Background: an optimization exercise with open tools, aiming at small area and a short achievable clock period. Do not read the settings as production practice.
At most, simulation tests tie the RTL to the original design; equivalence was not proved.
No activity file was given, so power comes from the tool's default toggle rates.

// vga_controller
module vga_controller(
    input clk_148MHz,
    input reset,
    input [11:0] sw,
    input btnU,
    input btnD,
    input btnR,
    input btnL,
    output hsync,
    output vsync,
    output video_on,
    output reg [11:0] h_count_reg,
    output [11:0] v_count_reg,
    output [3:0] vgaRed,
    output [3:0] vgaGreen,
    output [3:0] vgaBlue
);
    function lt12;
        input [11:0] x;
        input [11:0] k;
        integer i;
        reg r;
        begin
            r = 1'b0;
            for (i = 0; i < 12; i = i + 1)
                r = k[i] ? (~x[i] | r) : (~x[i] & r);
            lt12 = r;
        end
    endfunction
    reg [10:0] v;           
    reg [9:0]  lfsr;        
    reg [10:0] ch;          
    reg [9:0]  cv;          
    reg [7:0]  col;
    wire [11:0] h = h_count_reg;
    assign v_count_reg = {1'b0, v};
    wire h_end = h[11] & h[7] & h[4] & h[3];               
    wire v_end = v[10] & v[6] & v[5] & v[2] & v[0];        
    wire move  = (lfsr == 10'b0101100100);
    always @(posedge clk_148MHz or posedge reset) begin
        if (reset)
            h_count_reg <= 12'd0;
        else if (h_end)
            h_count_reg <= 12'd0;
        else
            h_count_reg <= h + 12'd1;
    end
    always @(posedge clk_148MHz or posedge reset) begin
        if (reset)
            v <= 11'd0;
        else if (h_end) begin
            if (v_end)
                v <= 11'd0;
            else
                v <= v + 11'd1;
        end
    end
    always @(posedge clk_148MHz or posedge reset) begin
        if (reset)
            lfsr <= 10'd0;
        else if (sw[2]) begin
            if (move)
                lfsr <= 10'd0;
            else
                lfsr <= {lfsr[8:0], ~(lfsr[9] ^ lfsr[6])};
        end
    end
    wire ch_lo  = lt12({1'b0, ch}, 12'd101);                        
    wire ch_hi  = ~lt12({1'b0, ch}, 12'd1820);
    wire ch_bar = ~lt12({1'b0, ch}, 12'd1300) & lt12({1'b0, ch}, 12'd1701);
    wire cv_lo  = lt12({2'b0, cv}, 12'd101);                        
    wire cv_hi  = ~lt12({2'b0, cv}, 12'd980);
  ...
Size: ~62 flip-flops, ~57 I/O pins, roughly 6600 sq um of cells after synthesis.
==> flow/config.mk <==
export PLATFORM = sky130hd
export DESIGN_NAME = vga_controller
export DESIGN_NICKNAME = vga_controller
export VERILOG_FILES = /design/flow/design.v
export SDC_FILE = /design/flow/constraint.sdc
export NUM_CORES = 4
export LEC_CHECK = 0
export CAP_MARGIN = 20
export CORE_MARGIN = 2
export CORE_UTILIZATION = 40
export SLEW_MARGIN = 20
==> flow/constraint.sdc <==
create_clock -name core_clock -period 10.0 [get_ports {clk_148MHz}]
set_input_delay 2.0000 -clock core_clock [delete_from_list [all_inputs] [get_ports {clk_148MHz}]]
set_output_delay 2.0000 -clock core_clock [all_outputs]
set_load 0.01 [all_outputs]
run.sh (not shown) runs the stock make flow with config.mk's settings and CLKGATE_MAP_FILE= SYNTH_SCRIPT=/design/flow/synth_recipe.tcl, a recipe that flattens the netlist after the stock synthesis.
Change:
Settings changed: ABC_CLOCK_PERIOD_IN_PS from default to 2500, CORE_UTILIZATION 40 to 60, SETUP_SLACK_MARGIN from default to 5.
Effect: The changed run finished clean. Non-clock buffer count went up by 31. Worst setup slack improves by 1.8 ns. Register-to-register slack gains 1.8 ns. First-iteration DRC count is higher by 24%. Final cell count shrinks by about 4%. Sequential power went down by about 1%. Global-route usage rose by 12 points.
Function was not checked in any run of this note: the RTL went through the layout flow alone.

---

Another version of the RTL of vga_controller (not shown whole).
Size in the first run: roughly 840 cells after synthesis, about 68 flip-flops, roughly 57 I/O pins, about 0.0066 mm² of cells after synthesis.
Settings: LEC_CHECK=0, CAP_MARGIN=20, CORE_MARGIN=2, CORE_UTILIZATION=60, SLEW_MARGIN=20; clock period 10.0 ns.
standard.sh (not shown) runs the stock make flow with config.mk's settings and CLKGATE_MAP_FILE= SYNTH_SCRIPT=/design/flow/synth_recipe.tcl, a recipe that flattens the netlist after the stock synthesis.
==> flow/flow/run.sh <==
#!/bin/bash
# Standard ORFS layout; smaller port buffers, a smaller clock tree without dummy loads,
# and a timing-repair margin of 7 ns (the SDC is unchanged).
bash standard.sh SETUP_SLACK_MARGIN=7 \
  "BUFFER_PORTS_ARGS=-buffer_cell sky130_fd_sc_hd__buf_2" \
  "CTS_ARGS=-sink_clustering_enable -repair_clock_nets -dont_use_dummy_load -buf_list sky130_fd_sc_hd__clkbuf_8 -sink_clustering_size 30" \
  finish > standard_run.log 2>&1
==> next run, changes <==
--- a/flow/flow/run.sh
+++ b/flow/flow/run.sh
@@ -3,2 +3,2 @@
-# and a timing-repair margin of 7 ns (the SDC is unchanged).
-bash standard.sh SETUP_SLACK_MARGIN=7 \
+# and a timing-repair margin of 6.5 ns (the SDC is unchanged).
+bash standard.sh SETUP_SLACK_MARGIN=6.5 \
Settings changed: ABC_AREA set to 1.
Outcome: Combinational power came out higher by 12%; cell area came out lower by 4.4%; routed wire length came out lower by 3.0%; core utilization came out lower by 7.1 points; sequential share of layout area came out higher by 0.62 points; hold slack loses 0.024 ns; global-route usage came out lower by 3.1 points; via count came out higher by 7.4%; setup slack gains 0.49 ns; count of clock-buffer cells in the layout does not change; synthesized area came out higher by 5.6%.
==> next run, changes <==
==> flow/flow/run.sh (replaced) <==
#!/bin/bash
# Standard ORFS layout; smaller port buffers, a smaller clock tree without dummy loads,
# and a timing-repair margin of 6 ns (the SDC is unchanged).
bash standard.sh SETUP_SLACK_MARGIN=6 \
  "BUFFER_PORTS_ARGS=-buffer_cell sky130_fd_sc_hd__buf_2" \
  "CTS_ARGS=-sink_clustering_enable -repair_clock_nets -dont_use_dummy_load -buf_list sky130_fd_sc_hd__clkbuf_16 -sink_clustering_size 100 -sink_clustering_max_diameter 500" \
  finish > standard_run.log 2>&1
Critical path depth went up by 3.
Die area does not change.
Clock-buffer cell count stays the same.
==> next run, changes <==
--- a/flow/flow/run.sh
+++ b/flow/flow/run.sh
@@ -6 +6 @@
-  "CTS_ARGS=-sink_clustering_enable -repair_clock_nets -dont_use_dummy_load -buf_list sky130_fd_sc_hd__clkbuf_16 -sink_clustering_size 100 -sink_clustering_max_diameter 500" \
+  "CTS_ARGS=-sink_clustering_enable -repair_clock_nets -dont_use_dummy_load -buf_list sky130_fd_sc_hd__clkbuf_8 -sink_clustering_size 30" \
Settings changed: ABC_AREA 1 to unset.
Count of clock-buffer cells in the layout is unchanged.
Via count drops by about 11%.
Wire length decreases by 6.7%.
Area after synthesis went down by about 5.3%.
Setup slack got worse by 0.30 ns.
Sequential cell count is unchanged.
Register-to-register slack is worse by 0.53 ns.
Global-route usage fell by 0.24 points.
Synthesized cell count is lower by 23%.
Sequential share of layout area climbs by 0.90 points.
Sequential power barely changes.
==> next run, changes <==
--- a/flow/flow/run.sh
+++ b/flow/flow/run.sh
@@ -3,2 +3,2 @@
-# and a timing-repair margin of 6 ns (the SDC is unchanged).
-bash standard.sh SETUP_SLACK_MARGIN=6 \
+# and a timing-repair margin of 7 ns (the SDC is unchanged).
+bash standard.sh SETUP_SLACK_MARGIN=7 \
Settings changed: ABC_AREA set to 1.
After rerunning:
- clock skew goes up by 0.013 ns
- non-clock buffer count goes up by 75
- register-to-register slack gets better by 0.54 ns
- flip-flop and latch count does not change
- clock power goes up by a few percent
- sequential share of layout area goes down by 5.2 points

==> afterwards: timing with drivers on the ports <==
The results above use ideal ports. As a check the final layouts listed here were re-extracted and re-timed, cells and wires unchanged. Step 1: set_driving_cell puts a clkbuf_16 on clk_148MHz and a buf_2 on each other input, an assumption about the parent block. Step 2 adds t to the input delays and takes it off the output delays; t is the mean of the earliest and latest rising clock arrival at the registers after step 1. Input paths then give back, and output paths get back, about the clock's delay inside the block. Slacks: ideal / step 1 / step 2; pairs: ideal / step 1.
run | t (ns) | setup WS [ns] | hold slack, ns | worst setup path after step 2 | latest minus earliest clock arrival (ns)
the first run of note 1 | 0.374 | 2.047 / 2.047 / 2.047 | 0.529 / 0.529 / 0.529 | register to register | 0.006 / 0.005
the second run of note 1 | 0.397 | 3.841 / 3.841 / 3.841 | 0.529 / 0.529 / 0.529 | register to register | 0.012 / 0.013
the first run of note 2 | 0.391 | 5.870 / 5.870 / 5.513 | 0.525 / 0.525 / 0.525 | input to register | 0.032 / 0.032
the second run of note 2 | 0.405 | 6.359 / 6.325 / 6.174 | 0.501 / 0.501 / 0.501 | input to register | 0.029 / 0.030
the third run of note 2 | 0.385 | 6.155 / 6.112 / 5.784 | 0.489 / 0.489 / 0.489 | input to register | 0.013 / 0.013
the fourth run of note 2 | 0.403 | 5.858 / 5.858 / 5.539 | 0.490 / 0.490 / 0.490 | input to register | 0.021 / 0.021
the fifth run of note 2 | 0.398 | 6.352 / 6.313 / 6.196 | 0.509 / 0.509 / 0.509 | input to register | 0.034 / 0.034
After both steps setup and hold are still met in every run listed. For the third run of note 2, which loses most, drivers alone change the setup slack by -0.043 ns; drivers and shift together by -0.371 ns.
